This is an optimization exercise on Yosys and OpenROAD, whose aim is small area and a short achievable clock period, not a production implementation.
Function was checked by simulation only, so behaviour that the tests miss may differ from the original.

==> flow/design.v, too long to show whole: its modules and the start of the top module <==
// module mac_unit: 1930 lines
// module mac_hi2: 17 lines
// module mac_muxi: 3 lines
// module mac_fa: 5 lines
// module mac_hai: 4 lines
// module mac_xnor: 3 lines
// module mac_or: 3 lines
// module mac_aoi21: 3 lines
// module mac_nand2: 3 lines
// module mac_nor2: 3 lines
// module mac_oai21: 3 lines
// module mac_xor: 3 lines
module mac_unit #(
    parameter AW = 16,
    parameter BW = 16,
    parameter ACCW = 40,
    parameter SIGNED = 0
)(
    input  wire clk,
    input  wire rst_n,
    input  wire en,
    input  wire valid_in,
    input  wire [AW-1:0] a,
    input  wire [BW-1:0] b,
    output reg  valid_out,
    output reg  [ACCW-1:0] acc_out
);
  // ...
==> flow/run.sh <==
#!/bin/bash
# synth_recipe.tcl (not shown) runs the flow's synth.tcl, then flattens the netlist and writes it again
# the make line also repeats each setting of config.mk as NAME=value (left out here)
make -C /OpenROAD-flow-scripts/flow DESIGN_CONFIG=/design/flow/config.mk WORK_HOME=/design/flow/orfs CLKGATE_MAP_FILE= SYNTH_SCRIPT=/design/flow/synth_recipe.tcl finish
==> flow/config.mk <==
export PLATFORM = sky130hd
export DESIGN_NAME = mac_unit
export DESIGN_NICKNAME = mac_unit
export VERILOG_FILES = /design/flow/design.v
export SDC_FILE = /design/flow/constraint.sdc
export NUM_CORES = 4
export LEC_CHECK = 0
export CAP_MARGIN = 20
export CORE_MARGIN = 2
export CORE_UTILIZATION = 65
export CTS_BUF_LIST = sky130_fd_sc_hd__clkbuf_4 sky130_fd_sc_hd__clkbuf_8
export SETUP_SLACK_MARGIN = 3.7
export SLEW_MARGIN = 20
export SYNTH_HIERARCHICAL = 1
export SYNTH_MINIMUM_KEEP_SIZE = 0
export TNS_END_PERCENT = 20
==> flow/constraint.sdc <==
create_clock -name core_clock -period 7.0 [get_ports {clk}]
set_input_delay 1.4000 -clock core_clock [delete_from_list [all_inputs] [get_ports {clk}]]
set_output_delay 1.4000 -clock core_clock [all_outputs]
set_load 0.01 [all_outputs]
==> results by group, run 1 <==
Run status
  – Outcome: finished clean

Final layout
  – Top class by area: multi-input gates
  – #MultiIn Comb: 958
  – Fraction of area in multi-input gates: 67.9%
  – Commonest non-fill, non-tap cell in the layout: nand2_1

Placed design
  – PortBufs: 76
  – Estimated wirelength of the detail-placed design: 23,300 um

Logic synthesis
  – Ys Warns: 7
  – Post-synthesis sequential area ratio: 21.6%
  – Synth Area in XOR/XNOR: 6.53%
  – Synth Flop Type: dfxtp_1
  – Ys async rst share: 0%

Global routing
  – Tot GR Track Use: 35.8%
  – Met3 Use GR: 9.81%
  – Grt ovf: 0
  – Vias in the first global route: 9,332
  – Global-route wire length before repair: 49,100 um

Routing
  – Top Metal Used: met4
  – Wire length per cell: 21.1 um
  – Met1 wire length: 12,200 um

Critical path
  – Crit Path Max Fanout: 16

Die
  – Starting Density: 66.1%
  – Width of the die: 136 um

Timing
  – Worst slew pin tran: 0.927 ns
  – Relative slew slack: 38.0%
  – Final Hold Viols: 0
  – RSZ-0062 raised after global routing: true
  – Setup Skew: 0.00822 ns

Clock network
  – # clock sinks: 123

Run
  – Number of max-cap violations: 0
==> run 2: changes to the inputs <==
--- a/flow/config.mk
+++ b/flow/config.mk
@@ -9,8 +9,8 @@
 export CORE_MARGIN = 2
 export CORE_UTILIZATION = 65
 export CTS_BUF_LIST = sky130_fd_sc_hd__clkbuf_4 sky130_fd_sc_hd__clkbuf_8
+export GPL_ROUTABILITY_DRIVEN = 0
 export SETUP_SLACK_MARGIN = 3.7
 export SLEW_MARGIN = 20
 export SYNTH_HIERARCHICAL = 1
 export SYNTH_MINIMUM_KEEP_SIZE = 0
-export TNS_END_PERCENT = 20
==> results by group, run 2 <==
Run status
  – Outcome: finished clean

Logic synthesis
  – Synth Flop Type: dfxtp_1
  – Yosys top cell by area: fa_1
  – Synth top area share: 39.3%
  – Avg Inst Size Synth: 9.50 um2
  – Commonest cells in the netlist: 349 x nand2_1, 224 x fa_1, 123 x dfxtp_1
  – Synth area leaders: fa_1 39%, dfxtp_1 22%, nand2_1 11%
  – Seq cells post-synth: 123
  – Post-synth EDFFs: 0
  – Syn Inst Count: 1,200
  – Cell variety after synth: 29
  – Post-synthesis sequential area ratio: 21.6% (unchanged)
  – Syn Std Cell Area: 0.0114 mm2
  – Ys Warns: 7 (unchanged)
  – Most frequent cell after synthesis: nand2_1
  – Ys async rst share: 0% (unchanged)

Final layout
  – Biggest register: pr
  – Layout cell share with drive strength beyond 1: 21.2%
  – Most frequent cells in the layout: 322 x nand2_1, 187 x fa_1, 123 x dfxtp_1, 76 x a21oi_2, 67 x nor2_1
  – Number of diodes: 0
  – Final nets: 1,489
  – Area Overhead vs Synth: 14.5%
  – Design area: 0.0131 mm2
  – Biggest regs: pr x81, acc_out x40
  – Largest register FFs: 81
  – Commonest non-fill, non-tap cell in the layout: nand2_1

Critical path
  – Setup crit end kind: register
  – Startpoint class of the critical path: input port
  – Crit path DAT: 3.60 ns
  – Crit Path Max Fanout: 16 (unchanged)
  – Required @ worst endpoint: 7.32 ns
  – Crit path max-delay cell type: fa_1
  – CP peak stage delay: 0.55 ns
  – Crit-path cells: buf_6, nand2_2, fa_1, fa_1, fa_1, fa_1
  – Most Frequent Cell on Critical Path: fa_1
  – CP Class: in -> reg

Die
  – Die area: 0.0186 mm2
  – Row Count: 48
  – Num ports: 77
  – Width of the die: 136 um (unchanged)
  – Die height: 136 um
  – Starting Density: 66.1% (unchanged)
  – Core box area: 0.0172 mm2

Run
  – Number of max-cap violations: 0 (unchanged)

Clock network
  – Cts bufs inserted: 17
  – Clock Pin Slew Worst Setup and Hold Paths: 0.08 ns
  – Hold Buf Count CTS: 0
  – Clock buffer depth: 2
  – # clock sinks: 123 (unchanged)
  – CTS tree: done
  – Htree depth: 4
  – Worst skew pair latency: 0.45 ns
  – Root Driver: clkbuf_8

Timing
  – Tmin final: 3.28 ns
  – RSZ-0062 raised after global routing: true
  – Setup_tns: 0 ns
  – Period Utilization, post-route: 46.8%
  – Setup violations, final: 0
  – Worst slew pin tran: 0.889 ns (-0.0379 ns)
  – Setup Skew: 0.0115 ns (+0.00329 ns)
  – Final Max Slew Viols: 0
  – Fmax: 0.305 GHz
  – Final Hold Viols: 0 (unchanged)
  – Relative slew slack: 40.6% (+2.5 points)

Global routing
  – Initial antenna violation count: 0
  – Grt ovf: 0 (unchanged)
  – Vias in the first global route: 9,071 (-2.8%)
  – Tot GR Track Use: 34.2% (-1.6 points)
  – Global-route wire length before repair: 47,000 um (-4.3%)
  – Pin count of the biggest net entering global routing: 40

Routing
  – Via Count: 8,656
  – Drt drc: 0
  – Routed Antenna Nets: 0
  – Wire length per cell: 20.5 um (-3.0%)
  – First-pass DRT Iterations: 8
  – Via/cell ratio: 5.91
  – Final WL: 30,000 um
  – Iteration-0 DRC Markers: 636

Worst hold path
  – Min-Delay Path Class: reg -> reg

Placed design
  – PortBufs: 76 (unchanged)
  – DP Area: 0.0123 mm2
  – Estimated wirelength of the detail-placed design: 22,900 um (-1.7%)
==> run 2: cell counts after synthesis <==
No cell type changed its count.
==> run 2: kinds of logic after synthesis <==
family	share of synthesized area, %
other	0.0329
flip-flops	21.6
adder cells (fa/ha/maj)	39.4
AO/OA/AOI/OAI	11.6
multiplexers	0.713
AND/OR/NAND/NOR	15.5
XOR/XNOR	6.53
buffers and inverters	4.59
==> run 2: per-layer routing <==
layer | track usage, % | wire length, um | vias up | part of all wire (%)
met5 | 0 | 0 | - | 0
met4 | 14.1 | 1160 | 0 | 3.9
met3 | 8.69 | 2810 | 85 | 9.3
met2 | 54.9 | 14500 | 466 | 48
met1 | 44.6 | 11600 | 4298 | 39
li1 | - | - | 3807 | -
==> run 2: area by class of cell <==
class,count,area (um2)
clock inverters,13,193
multi-input cells,958,8850
repair buffers,85,863
fillers,1243,4180
flip-flops and latches,123,2460
clock buffers,18,248
well taps,225,282
inverters,43,161
==> run 2: per-module statistics from Yosys (local to each module, per instance), a selection <==
module	area, um2	copies in the design
mac_fa	20.0	224
mac_xor	8.76	33
mac_nand2	3.75	57
mac_or	6.26	16
mac_xnor	8.76	16
mac_aoi21	8.76	78
==> run 2: path summary, 6_finish.rpt <==
check / from / to / slack [ns] / cells past startpoint
worst min-delay path: acc_out[32]$_SDFFE_PN0P_ / acc_out[32]$_SDFFE_PN0P_ / 0.49 / 2
worst max-delay path: b[9] / pr[37]$_DFF_P_ / 3.72 / 6
worst min register to register: acc_out[32]$_SDFFE_PN0P_ / acc_out[32]$_SDFFE_PN0P_ / 0.49 / 2
worst max register to register: pr[42]$_DFF_P_ / acc_out[28]$_SDFFE_PN0P_ / 3.76 / 11
==> run 2: critical path: cells and delay by family <==
kind                       cells  cell delay, ns
adders and majority gates      4            1.92
buffers and inverters          1            0.17
and+or+nand+nor                1            0.09
==> run 2: per-stage QoR <==
step                util, %  hold WS (ns)  setup WS, ns  cells
CTS                    73.6         0.493          3.69   1460
global route           75.7         0.517          3.57   1465
finish                 75.7         0.490          3.72   1465
floorplan                 -         0.504          3.31   1201
detailed placement     71.2         0.480          2.33   1428
global placement       71.2         0.477          2.35   1428
==> run 2: what timing repair did <==
item,4_1_cts,5_1_grt
setup buffers,1,5
pin swaps,1,7
endpoints found under the setup margin,86,35
gates resized for setup,202,83
==> run 3: changes to the inputs <==
==> flow/config.mk (replaced) <==
export PLATFORM = sky130hd
export DESIGN_NAME = mac_unit
export DESIGN_NICKNAME = mac_unit
export VERILOG_FILES = /design/flow/design.v
export SDC_FILE = /design/flow/constraint.sdc
export NUM_CORES = 4
export LEC_CHECK = 0
export CAP_MARGIN = 5
export CORE_MARGIN = 2
export CORE_UTILIZATION = 65
export CTS_BUF_LIST = sky130_fd_sc_hd__clkbuf_4 sky130_fd_sc_hd__clkbuf_8
export SETUP_SLACK_MARGIN = 3.7
export SLEW_MARGIN = 5
export SYNTH_HIERARCHICAL = 1
export SYNTH_MINIMUM_KEEP_SIZE = 0
==> results by group, run 3 <==
Routing
  – Drt drc: 0 (unchanged)
  – Final WL: 29,200 um (-2.8%)
  – Via/cell ratio: 5.87 (-0.65%)
  – Wire length per cell: 19.9 um (-2.7%)
  – Via Count: 8,588 (-0.79%)
  – Iteration-0 DRC Markers: 548 (-14%)
  – First-pass DRT Iterations: 5 (-3)
  – Routed Antenna Nets: 0 (unchanged)

Logic synthesis
  – Syn Inst Count: 1,200 (unchanged)
  – Synth top area share: 39.3% (unchanged)
  – Seq cells post-synth: 123 (unchanged)
  – Post-synth EDFFs: 0 (unchanged)
  – Yosys top cell by area: fa_1
  – Synth area leaders: fa_1 39%, dfxtp_1 22%, nand2_1 11%
  – Post-synthesis sequential area ratio: 21.6% (unchanged)
  – Commonest cells in the netlist: 349 x nand2_1, 224 x fa_1, 123 x dfxtp_1
  – Syn Std Cell Area: 0.0114 mm2 (unchanged)
  – Avg Inst Size Synth: 9.50 um2 (unchanged)
  – Ys async rst share: 0% (unchanged)
  – Synth Flop Type: dfxtp_1
  – Most frequent cell after synthesis: nand2_1
  – Ys Warns: 7 (unchanged)
  – Cell variety after synth: 29 (unchanged)

Die
  – Core box area: 0.0172 mm2 (unchanged)
  – Die area: 0.0186 mm2 (unchanged)
  – Num ports: 77 (unchanged)
  – Die height: 136 um (unchanged)
  – Row Count: 48 (unchanged)
  – Width of the die: 136 um (unchanged)
  – Starting Density: 66.1% (unchanged)

Global routing
  – Global-route wire length before repair: 46,800 um (-0.44%)
  – Pin count of the biggest net entering global routing: 40 (unchanged)
  – Tot GR Track Use: 33.9% (-0.29 points)
  – Initial antenna violation count: 0 (unchanged)
  – Grt ovf: 0 (unchanged)
  – Vias in the first global route: 9,068 (-0.033%)

Clock network
  – CTS tree: done
  – Htree depth: 4 (unchanged)
  – Clock buffer depth: 2 (unchanged)
  – Hold Buf Count CTS: 0 (unchanged)
  – Worst skew pair latency: 0.45 ns (about the same)
  – Root Driver: clkbuf_8
  – Cts bufs inserted: 17 (unchanged)
  – Clock Pin Slew Worst Setup and Hold Paths: 0.08 ns (about the same)
  – # clock sinks: 123 (unchanged)

Timing
  – Tmin final: 3.29 ns (+0.0140 ns)
  – Final Max Slew Viols: 0 (unchanged)
  – Setup Skew: 0.0199 ns (+0.00841 ns)
  – Slack of the critical path: 3.71 ns (-0.0140 ns)
  – Setup violations, final: 0 (unchanged)
  – Relative slew slack: 39.5% (-1.1 points)
  – Final Hold Viols: 0 (unchanged)
  – Fmax: 0.304 GHz (-0.43%)
  – Worst slew pin tran: 0.905 ns (+0.0159 ns)
  – Period Utilization, post-route: 47.0% (+0.20 points)
  – RSZ-0062 raised after global routing: true
  – Setup_tns: 0 ns (unchanged)

Placed design
  – Pre-CTS WS: 2.29 ns (-0.0388 ns)
  – Estimated wirelength of the detail-placed design: 22,300 um (-2.4%)
  – Gpl congestion: 0.898
  – PortBufs: 76 (unchanged)

Critical path
  – Setup crit end kind: register
  – Crit path DAT: 3.62 ns (+0.02 ns)
  – CP Class: in -> reg
  – Startpoint class of the critical path: input port
  – Required @ worst endpoint: 7.33 ns (about the same)
  – Crit Path Max Fanout: 16 (unchanged)

Final layout
  – Biggest register: pr
  – Register area: 0.00246 mm2 (unchanged)
  – Final nets: 1,486 (-0.20%)
  – Layout cell share with drive strength beyond 1: 20.8% (-0.37 points)
  – Commonest non-fill, non-tap cell in the layout: nand2_1
  – Most frequent cells in the layout: 325 x nand2_1, 184 x fa_1, 123 x dfxtp_1, 75 x a21oi_2, 67 x nor2_1
  – Final-layout fill cell count: 1,283 (+3.2%)
  – Multi-input combinational cell area: 0.00881 mm2 (-0.42%)
  – Area Overhead vs Synth: 13.9%
  – Largest register FFs: 81 (unchanged)
  – Biggest regs: pr x81, acc_out x40
  – Number of diodes: 0 (unchanged)

Run status
  – Outcome: finished clean

Run
  – Number of max-cap violations: 0 (unchanged)

Worst hold path
  – Min-Delay Path Class: reg -> reg
-- run 3: cell counts after synthesis --
Identical to the previous run, type by type.
-- run 3: logic make-up after synthesis --
kind of cell	Yosys count	synth area share, %
AO/OA/AOI/OAI	184	11.6
flip-flops	123	21.6
AND/OR/NAND/NOR	454	15.5
multiplexers	8	0.713
buffers and inverters	120	4.59
adder cells (fa/ha/maj)	225	39.4
XOR/XNOR	85	6.53
other	1	0.0329
-- run 3: timing repair --
item / 4_1_cts / 5_1_grt
setup endpoints to repair: 89 / 38
gates resized for setup: 208 / 69
pin swaps: 3 / 13
buffers inserted: 3 / 1
-- run 3: cell type report --
| type | instances | share of cell area, % |
|---|---|---|
| clock buffer | 18 | 1.91 |
| clock inverter | 14 | 1.42 |
| inverter | 43 | 1.24 |
| multi-input combinational | 958 | 67.8 |
| sequential | 123 | 19.0 |
| tap | 225 | 2.17 |
| timing repair buffer | 82 | 6.48 |
-- run 3: worst max-delay path, stage by stage --
cell	delay (ns)
buf_4	0.22
nand2_1	0.11
fa_1	0.51
fa_2	0.40
fa_1	0.53
fa_2	0.44
-- run 3: per-stage QoR --
stage	cell area, um2	util, %	hold slack (ns)	instances
finish	13000	75.4	0.487	1463
global placement	12300	71.1	0.474	1427
CTS	12700	73.7	0.493	1462
detailed placement	12300	71.1	0.482	1427
global route	13000	75.4	0.509	1463
floorplan	12100	-	0.504	1201
-- run 3: final timing paths --
check	from	end	slack, ns	depth (start not counted)
max	b[1]	pr[32]$_DFF_P_	3.71	6
max reg2reg	pr[33]$_DFF_P_	acc_out[38]$_DFF_P_	3.76	12
min reg2reg	acc_out[30]$_SDFFE_PN0P_	acc_out[30]$_SDFFE_PN0P_	0.49	2
min	acc_out[30]$_SDFFE_PN0P_	acc_out[30]$_SDFFE_PN0P_	0.49	2
-- run 3: per-layer routing --
layer | wire, um | track usage (%) | part of all wire, % | vias up
met1 | 11700 | 45.3 | 40 | 4303
met4 | 936 | 13.3 | 3.2 | 0
met5 | 0 | 0 | 0 | -
met2 | 14000 | 54.1 | 48 | 432
li1 | - | - | - | 3783
met3 | 2500 | 7.94 | 8.6 | 70
-- run 3: Yosys stat by module (local to each module, per instance), excerpt --
module,cells,flops+latches
mac_aoi21,1,0
mac_muxi,1,0
mac_nand2,1,0
mac_nor2,1,0
mac_or,1,0
mac_unit,602,123
mac_xnor,1,0
mac_xor,1,0

[what the ideal ports hide]
Ports are ideal in the flow. The routed layouts listed here were re-timed in OpenROAD. Step 1 (the two cells are an assumption about what drives the block):
set clk [get_ports {clk}]
set_driving_cell -lib_cell sky130_fd_sc_hd__clkbuf_16 $clk
set_driving_cell -lib_cell sky130_fd_sc_hd__buf_2 [delete_from_list [all_inputs] $clk]
Step 2 times the ports against the registers' clock, not the clock port: input delays grow and output delays shrink by t, the midpoint of the rising clock arrivals with the driver on. Slacks: no drivers / after step 1 / after step 2; pairs: no drivers / after step 1.
run | t (ns) | setup WS [ns] | hold slack, ns | worst register clock-pin slew, ns | cell pins on the clock port's net
run 1 | 0.473 | 3.629 / 3.644 / 3.171 | 0.492 / 0.492 / 0.492 | 0.07 / 0.07 | 1
run 2 | 0.480 | 3.725 / 3.727 / 3.246 | 0.490 / 0.490 / 0.490 | 0.08 / 0.08 | 1
run 3 | 0.482 | 3.711 / 3.727 / 3.245 | 0.487 / 0.487 / 0.487 | 0.09 / 0.09 | 1
After both steps setup and hold are still met in every run listed. The setup slack of run 2, which loses most, moves by +0.002 ns with the drivers and by -0.479 ns with both steps.
